Context: an optimization exercise on an open-source flow, tuned for small area, a short achievable clock period and few clock cycles per item. The choices shown serve that exercise and are no tape-out recipe.
Where RTL was checked, it was by simulation tests only, not by an equivalence proof against the original.
Power and IR drop assume default switching activity.

## pow_5_seq
module pow_5_seq
(
    input         clock,
    input         reset_n,
    input         run,
    input  [17:0] n,
    output        ready,
    output [17:0] n_pow_5
);
    reg rdy;
    always @(posedge clock or negedge reset_n)
        if (!reset_n) rdy <= 1'b0;
        else          rdy <= run;
    assign ready = rdy;
    wire w1;
    wire w2;
    wire w3;
    wire w4;
    wire w5;
    wire w6;
    wire w7;
    wire w8;
    wire w9;
    wire w10;
    wire w11;
    wire w12;
    wire w13;
    wire w14;
    wire w15;
    wire w16;
    wire w17;
    wire w18;
    wire w19;
    wire w20;
    wire w21;
    wire w22;
    wire w23;
    wire w24;
    wire w25;
    wire w26;
    wire w27;
    wire w28;
    wire w29;
    wire w30;
    wire w31;
    wire w32;
    wire w33;
    wire w34;
    wire w35;
    wire w36;
    wire w37;
    wire w38;
    wire w39;
    wire w40;
    wire w41;
    wire w42;
    wire w43;
    wire w44;
    wire w45;
    wire w46;
    wire w47;
    wire w48;
    wire w49;
    wire w50;
    wire w51;
    wire w52;
    wire w53;
    wire w54;
    wire w55;
    wire w56;
    wire w57;
    wire w58;
    wire w59;
    wire w60;
    wire w61;
    wire w62;
    wire w63;
    wire w64;
    wire w65;
    wire w66;
    wire w67;
    wire w68;
    wire w69;
    wire w70;
    wire w71;
    wire w72;
    wire w73;
    wire w74;
    wire w75;
    wire w76;
    wire w77;
    wire w78;
    wire w79;
    wire w80;
    wire w81;
    wire w82;
    wire w83;
    wire w84;
    wire w85;
    wire w86;
    wire w87;
    wire w88;
    wire w89;
    wire w90;
    wire w91;
    wire w92;
    wire w93;
    wire w94;
    wire w95;
    wire w96;
    wire w97;
    wire w98;
    wire w99;
    wire w100;
    wire w101;
    wire w102;
    wire w103;
    wire w104;
    wire w105;
    wire w106;
    wire w107;
  ...
For scale: about 56 flip-flops, about 40 I/O pins, about 4900 um^2 of cells after synthesis.
Settings: LEC_CHECK=0, CAP_MARGIN=20, CORE_MARGIN=2, CORE_UTILIZATION=40, SLEW_MARGIN=20; clock period 5.8 ns.
run.sh (not shown) runs the stock make flow with config.mk's settings and CLKGATE_MAP_FILE= SYNTH_SCRIPT=/design/flow/synth_recipe.tcl, a recipe that flattens the netlist after the stock synthesis.
Testbench counts at the start, summed over its fixed seeds: cycles 24,000, items 24,000.
Then changed:
SETUP_SLACK_MARGIN = 2.0   (was unset)
The new run finished clean. Routed wire length rises by 12%. Global-route usage rises by 1.9 points. Die area does not change. Setup slack gets better by 0.69 ns. Power rises by 9.1%.
Then changed:
SETUP_SLACK_MARGIN = 1.0   (was 2.0)
Effect: Clock power falls by about 5%; critical path depth increases by 1; worst hold slack hardly moves; count of clock-buffer cells in the layout increases by 1; setup slack gets worse by 0.20 ns; cell count decreases by about 4%; flip-flop and latch count does not change; synthesized area is unchanged; cell area goes down by about 9%; sequential share of layout area rises by 1.8 points; die area stays the same.

== rev 12 ==
pow_5_seq, a different RTL version from the one above (not shown whole).
Size: about 580 cells after synthesis, about 4700 sq um of cells after synthesis.
## pow_5_seq
module pow_5_seq
(
    input         clock,
    input         reset_n,
    input         run,
    input  [17:0] n,
    output        ready,
    output [17:0] n_pow_5
);
Settings: LEC_CHECK=0, CAP_MARGIN=20, CORE_MARGIN=2, CORE_UTILIZATION=40, SETUP_SLACK_MARGIN=1.5, SLEW_MARGIN=20; clock period 5.8 ns.
Setup changes, rev 12 to rev 13
# rev 12
export LEC_CHECK = 0
export CAP_MARGIN = 20
export CORE_MARGIN = 2
export CORE_UTILIZATION = 40
export SETUP_SLACK_MARGIN = 1.5
export SLEW_MARGIN = 20
create_clock -name core_clock -period 5.8 [get_ports {clock}]
# rev 13
export LEC_CHECK = 0
export CAP_MARGIN = 20
export CORE_MARGIN = 2
export CORE_UTILIZATION = 40
export SETUP_SLACK_MARGIN = 1.0
export SLEW_MARGIN = 20
create_clock -name core_clock -period 5.8 [get_ports {clock}]
==> comparison <==
Changes observed in rev 13 relative to rev 12: clock network area share saw little to no change; first-iteration DRC count saw an increase; via count of the routed design saw a decrease; global routing met1 resource utilization saw little to no change; detailed route wirelength on metal3 saw an increase.
No functional check of the RTL was part of any run of this note.

pow_5_seq, a different RTL version from the one above (not shown whole).
Size in the first run: roughly 540 cells after synthesis, about 39 flip-flops, about 0.0045 mm^2 of cells after synthesis.
## pow_5_seq
module pow_5_seq
(
    input         clock,
    input         reset_n,
    input         run,
    input  [17:0] n,
    output        ready,
    output [17:0] n_pow_5
);
==> flow/config.mk <==
export PLATFORM = sky130hd
export DESIGN_NAME = pow_5_seq
export DESIGN_NICKNAME = pow_5_seq
export VERILOG_FILES = /design/flow/design.v
export SDC_FILE = /design/flow/constraint.sdc
export NUM_CORES = 4
export LEC_CHECK = 0
export CAP_MARGIN = 20
export CORE_MARGIN = 2
export CORE_UTILIZATION = 40
export SETUP_SLACK_MARGIN = 1.7
export SLEW_MARGIN = 20
==> flow/constraint.sdc <==
create_clock -name core_clock -period 5.8 [get_ports {clock}]
set_input_delay 1.1600 -clock core_clock [delete_from_list [all_inputs] [get_ports {clock}]]
set_output_delay 1.1600 -clock core_clock [all_outputs]
set_load 0.01 [all_outputs]
The baseline finished clean.
Testbench counts at the start, summed over its fixed seeds: cycles 24,000, items 24,000.
==> next run, changes <==
==> flow/flow/run.sh (new file) <==
#!/bin/bash
# Own layout flow: the standard layout (standard.sh, unchanged synthesis and steps),
# except that the port buffers are inserted as buf_1 cells instead of the default choice.
# make's full output goes to standard_flow.log in this folder; ORFS's per-step logs stay
# under orfs/logs.
set -euo pipefail
bash standard.sh "BUFFER_PORTS_ARGS=-buffer_cell sky130_fd_sc_hd__buf_1" finish > standard_flow.log 2>&1
==> flow/standard.sh (new file) <==
#!/bin/bash
# synth_recipe.tcl (not shown) runs the flow's synth.tcl, then flattens the netlist and writes it again
# the make line also repeats each setting of config.mk as NAME=value (left out here)
make -C /OpenROAD-flow-scripts/flow DESIGN_CONFIG=/design/flow/config.mk WORK_HOME=/design/flow/orfs CLKGATE_MAP_FILE= SYNTH_SCRIPT=/design/flow/synth_recipe.tcl "${@:-finish}"
removed: flow/run.sh
What happened:
- wire length fell slightly
- clock-buffer cell count stays the same
- final area shrinks by a few percent
- worst setup slack got worse by 37 ps
==> next run, changes <==
==> flow/run.sh (new file) <==
#!/bin/bash
# synth_recipe.tcl (not shown) runs the flow's synth.tcl, then flattens the netlist and writes it again
# the make line also repeats each setting of config.mk as NAME=value (left out here)
make -C /OpenROAD-flow-scripts/flow DESIGN_CONFIG=/design/flow/config.mk WORK_HOME=/design/flow/orfs CLKGATE_MAP_FILE= SYNTH_SCRIPT=/design/flow/synth_recipe.tcl finish
- SETUP_SLACK_MARGIN: 1.7 -> 1.9
removed: flow/flow/run.sh
removed: flow/standard.sh
Effect:
- total power increases by roughly a tenth
- die area stays the same
- sequential share of layout area decreases by 1.7 points
- setup slack improves by 170 ps
- fmax increases by a few percent
- via count increases by a few percent
- clock-buffer cell count stays the same
- routed wire length increases by a few percent

pow_5_seq again, from the RTL that the note above started with.
clock: 5.8 ns
lec_check: 0
cap_margin: 20
core_margin: 2
core_utilization: 40
setup_slack_margin: 1.7
slew_margin: 20
standard.sh (not shown) runs the stock make flow with config.mk's settings and CLKGATE_MAP_FILE= SYNTH_SCRIPT=/design/flow/synth_recipe.tcl, a recipe that flattens the netlist after the stock synthesis.
==> flow/flow/run.sh <==
#!/bin/bash
# Own layout flow: the standard layout (standard.sh, unchanged synthesis and steps),
# except that the port buffers are inserted as buf_2 cells instead of the default choice.
# make's full output goes to standard_flow.log in this folder; ORFS's per-step logs stay
# under orfs/logs.
set -euo pipefail
bash standard.sh "BUFFER_PORTS_ARGS=-buffer_cell sky130_fd_sc_hd__buf_2" finish > standard_flow.log 2>&1
The starting point passed the timing, design-rule and antenna checks.
Testbench counts at the start, summed over its fixed seeds: cycles 24,000, items 24,000.
==> next run, changes <==
==> flow/flow/run.sh (replaced) <==
#!/bin/bash
# Own layout flow: the standard layout (standard.sh, unchanged synthesis and steps),
# except that the port buffers are inserted as buf_1 cells instead of the default choice,
# and clock tree synthesis uses clkbuf_8 buffers without dummy loads.
# make's full output goes to standard_flow.log in this folder; ORFS's per-step logs stay
# under orfs/logs.
set -euo pipefail
bash standard.sh "BUFFER_PORTS_ARGS=-buffer_cell sky130_fd_sc_hd__buf_1" \
  "CTS_ARGS=-sink_clustering_enable -repair_clock_nets -dont_use_dummy_load -root_buf sky130_fd_sc_hd__clkbuf_8 -buf_list sky130_fd_sc_hd__clkbuf_8" \
  finish > standard_flow.log 2>&1
After rerunning:
- sequential share of layout area grows by 0.49 points
- sequential cell count is unchanged
- clock-buffer cell count came out lower by 1
- cell area goes down by 2.9%
- sequential power is about the same
- setup slack is better by 0.039 ns
- worst hold slack barely changes
- core utilization decreases by 1.3 points
- first-iteration DRC count grows by 8.5%

lane 1:
Starting RTL as in the previous note.
Settings: LEC_CHECK=0, CAP_MARGIN=20, CORE_MARGIN=2, CORE_UTILIZATION=40, CTS_BUF_LIST=sky130_fd_sc_hd__clkbuf_4 sky130_fd_sc_hd__clkbuf_8, CTS_CLUSTER_DIAMETER=200, CTS_CLUSTER_SIZE=50, SETUP_SLACK_MARGIN=1.7, SLEW_MARGIN=20; clock period 5.8 ns.
run.sh (not shown) runs the stock make flow with config.mk's settings and CLKGATE_MAP_FILE= SYNTH_SCRIPT=/design/flow/synth_recipe.tcl, a recipe that flattens the netlist after the stock synthesis.
Stock flow here: none of the scripts above is used.
Testbench counts of lane 1, summed over its fixed seeds: cycles 24,000, items 24,000.
Inputs modified between lane 1 and lane 2:
Settings: CTS_CLUSTER_SIZE removed (was 50); CTS_CLUSTER_DIAMETER removed (was 200); CTS_BUF_LIST removed (was sky130_fd_sc_hd__clkbuf_4 sky130_fd_sc_hd__clkbuf_8).
==> flow/flow/run.sh (new file) <==
#!/bin/bash
# Own layout flow: the standard layout (standard.sh, unchanged synthesis and steps),
# except that the port buffers are inserted as buf_1 cells instead of the default choice,
# and clock tree synthesis uses clkbuf_8 buffers without dummy loads.
# make's full output goes to standard_flow.log in this folder; ORFS's per-step logs stay
# under orfs/logs.
set -euo pipefail
bash standard.sh "SYNTH_ARGS=-noabc" "BUFFER_PORTS_ARGS=-buffer_cell sky130_fd_sc_hd__buf_1" \
  "CTS_ARGS=-sink_clustering_enable -repair_clock_nets -dont_use_dummy_load -root_buf sky130_fd_sc_hd__clkbuf_8 -buf_list sky130_fd_sc_hd__clkbuf_8" \
  finish > standard_flow.log 2>&1
==> flow/standard.sh (new file) <==
#!/bin/bash
# synth_recipe.tcl (not shown) runs the flow's synth.tcl, then flattens the netlist and writes it again
# the make line also repeats each setting of config.mk as NAME=value (left out here)
make -C /OpenROAD-flow-scripts/flow DESIGN_CONFIG=/design/flow/config.mk WORK_HOME=/design/flow/orfs CLKGATE_MAP_FILE= SYNTH_SCRIPT=/design/flow/synth_recipe.tcl "${@:-finish}"
removed: flow/run.sh
Notes after the runs:
- Between lane 1 and lane 2, the area growth from synthesis to layout is lower for lane 2.
- Lane 2 vs. lane 1: number of buffers and inverters on the critical path went down by 1.
- Compared with lane 1, in lane 2 final worst-path cycle share rose 1.2 points, wire length of the first global-routing pass lost about 8%, die extent in x moved down, sequential share of layout area increased by 2.0 points relative to the old numbers.
- | number of clock buffers in the layout | lane 2 vs lane 1 | 1 lower |

-- what the ideal ports hide --
The results above use ideal ports. As a check the final layouts listed here were re-extracted and re-timed, cells and wires unchanged. Step 1 sets driving cells, clkbuf_16 on the clock port and buf_2 on the other inputs (assumed; they add their load-dependent delay and slew). Step 2 moves the port delays by t, midway between the first and last clock arrival at a register: inputs arrive t later, outputs are due t later. That takes back most of the time a late clock gives input paths. Slacks: no drivers / after step 1 / after step 2; pairs: no drivers / after step 1.
| run | shift t [ns] | setup slack, ns | clock arrival spread, ns | worst register clock-pin slew, ns | worst data-port slew with drivers (ns) |
|---|---|---|---|---|---|
| the first run of note 1 | 0.324 | 0.637 / 0.599 / 0.923 | 0.005 / 0.004 | 0.07 / 0.07 | 0.04 |
| the second run of note 1 | 0.327 | 1.328 / 1.295 / 1.622 | 0.010 / 0.010 | 0.07 / 0.07 | 0.04 |
| the third run of note 1 | 0.325 | 1.130 / 1.092 / 1.041 | 0.005 / 0.005 | 0.07 / 0.07 | 0.04 |
| rev 12 | 0.326 | 1.599 / 1.574 / 1.288 | 0.015 / 0.015 | 0.07 / 0.07 | 0.05 |
| rev 13 | 0.325 | 1.289 / 1.304 / 0.979 | 0.014 / 0.014 | 0.07 / 0.07 | 0.05 |
| the first run of note 3 | 0.316 | 1.798 / 1.809 / 1.494 | 0.015 / 0.015 | 0.09 / 0.09 | 0.04 |
| the second run of note 3 | 0.338 | 1.761 / 1.773 / 1.435 | 0.020 / 0.020 | 0.09 / 0.09 | 0.03 |
| the third run of note 3 | 0.322 | 1.932 / 1.900 / 1.643 | 0.011 / 0.011 | 0.09 / 0.09 | 0.04 |
| the first run of note 4 | 0.325 | 1.755 / 1.749 / 1.424 | 0.023 / 0.023 | 0.10 / 0.10 | 0.06 |
| the second run of note 4 | 0.329 | 1.794 / 1.804 / 1.475 | 0.014 / 0.014 | 0.08 / 0.08 | 0.03 |
| lane 1 | 0.316 | 1.798 / 1.809 / 1.494 | 0.015 / 0.015 | 0.09 / 0.09 | 0.04 |
| lane 2 | 0.309 | 1.732 / 1.700 / 1.470 | 0.014 / 0.014 | 0.08 / 0.08 | 0.03 |
After both steps setup and hold are still met in every run listed. For the first run of note 4, which loses most, drivers alone change the setup slack by -0.006 ns; drivers and shift together by -0.331 ns.
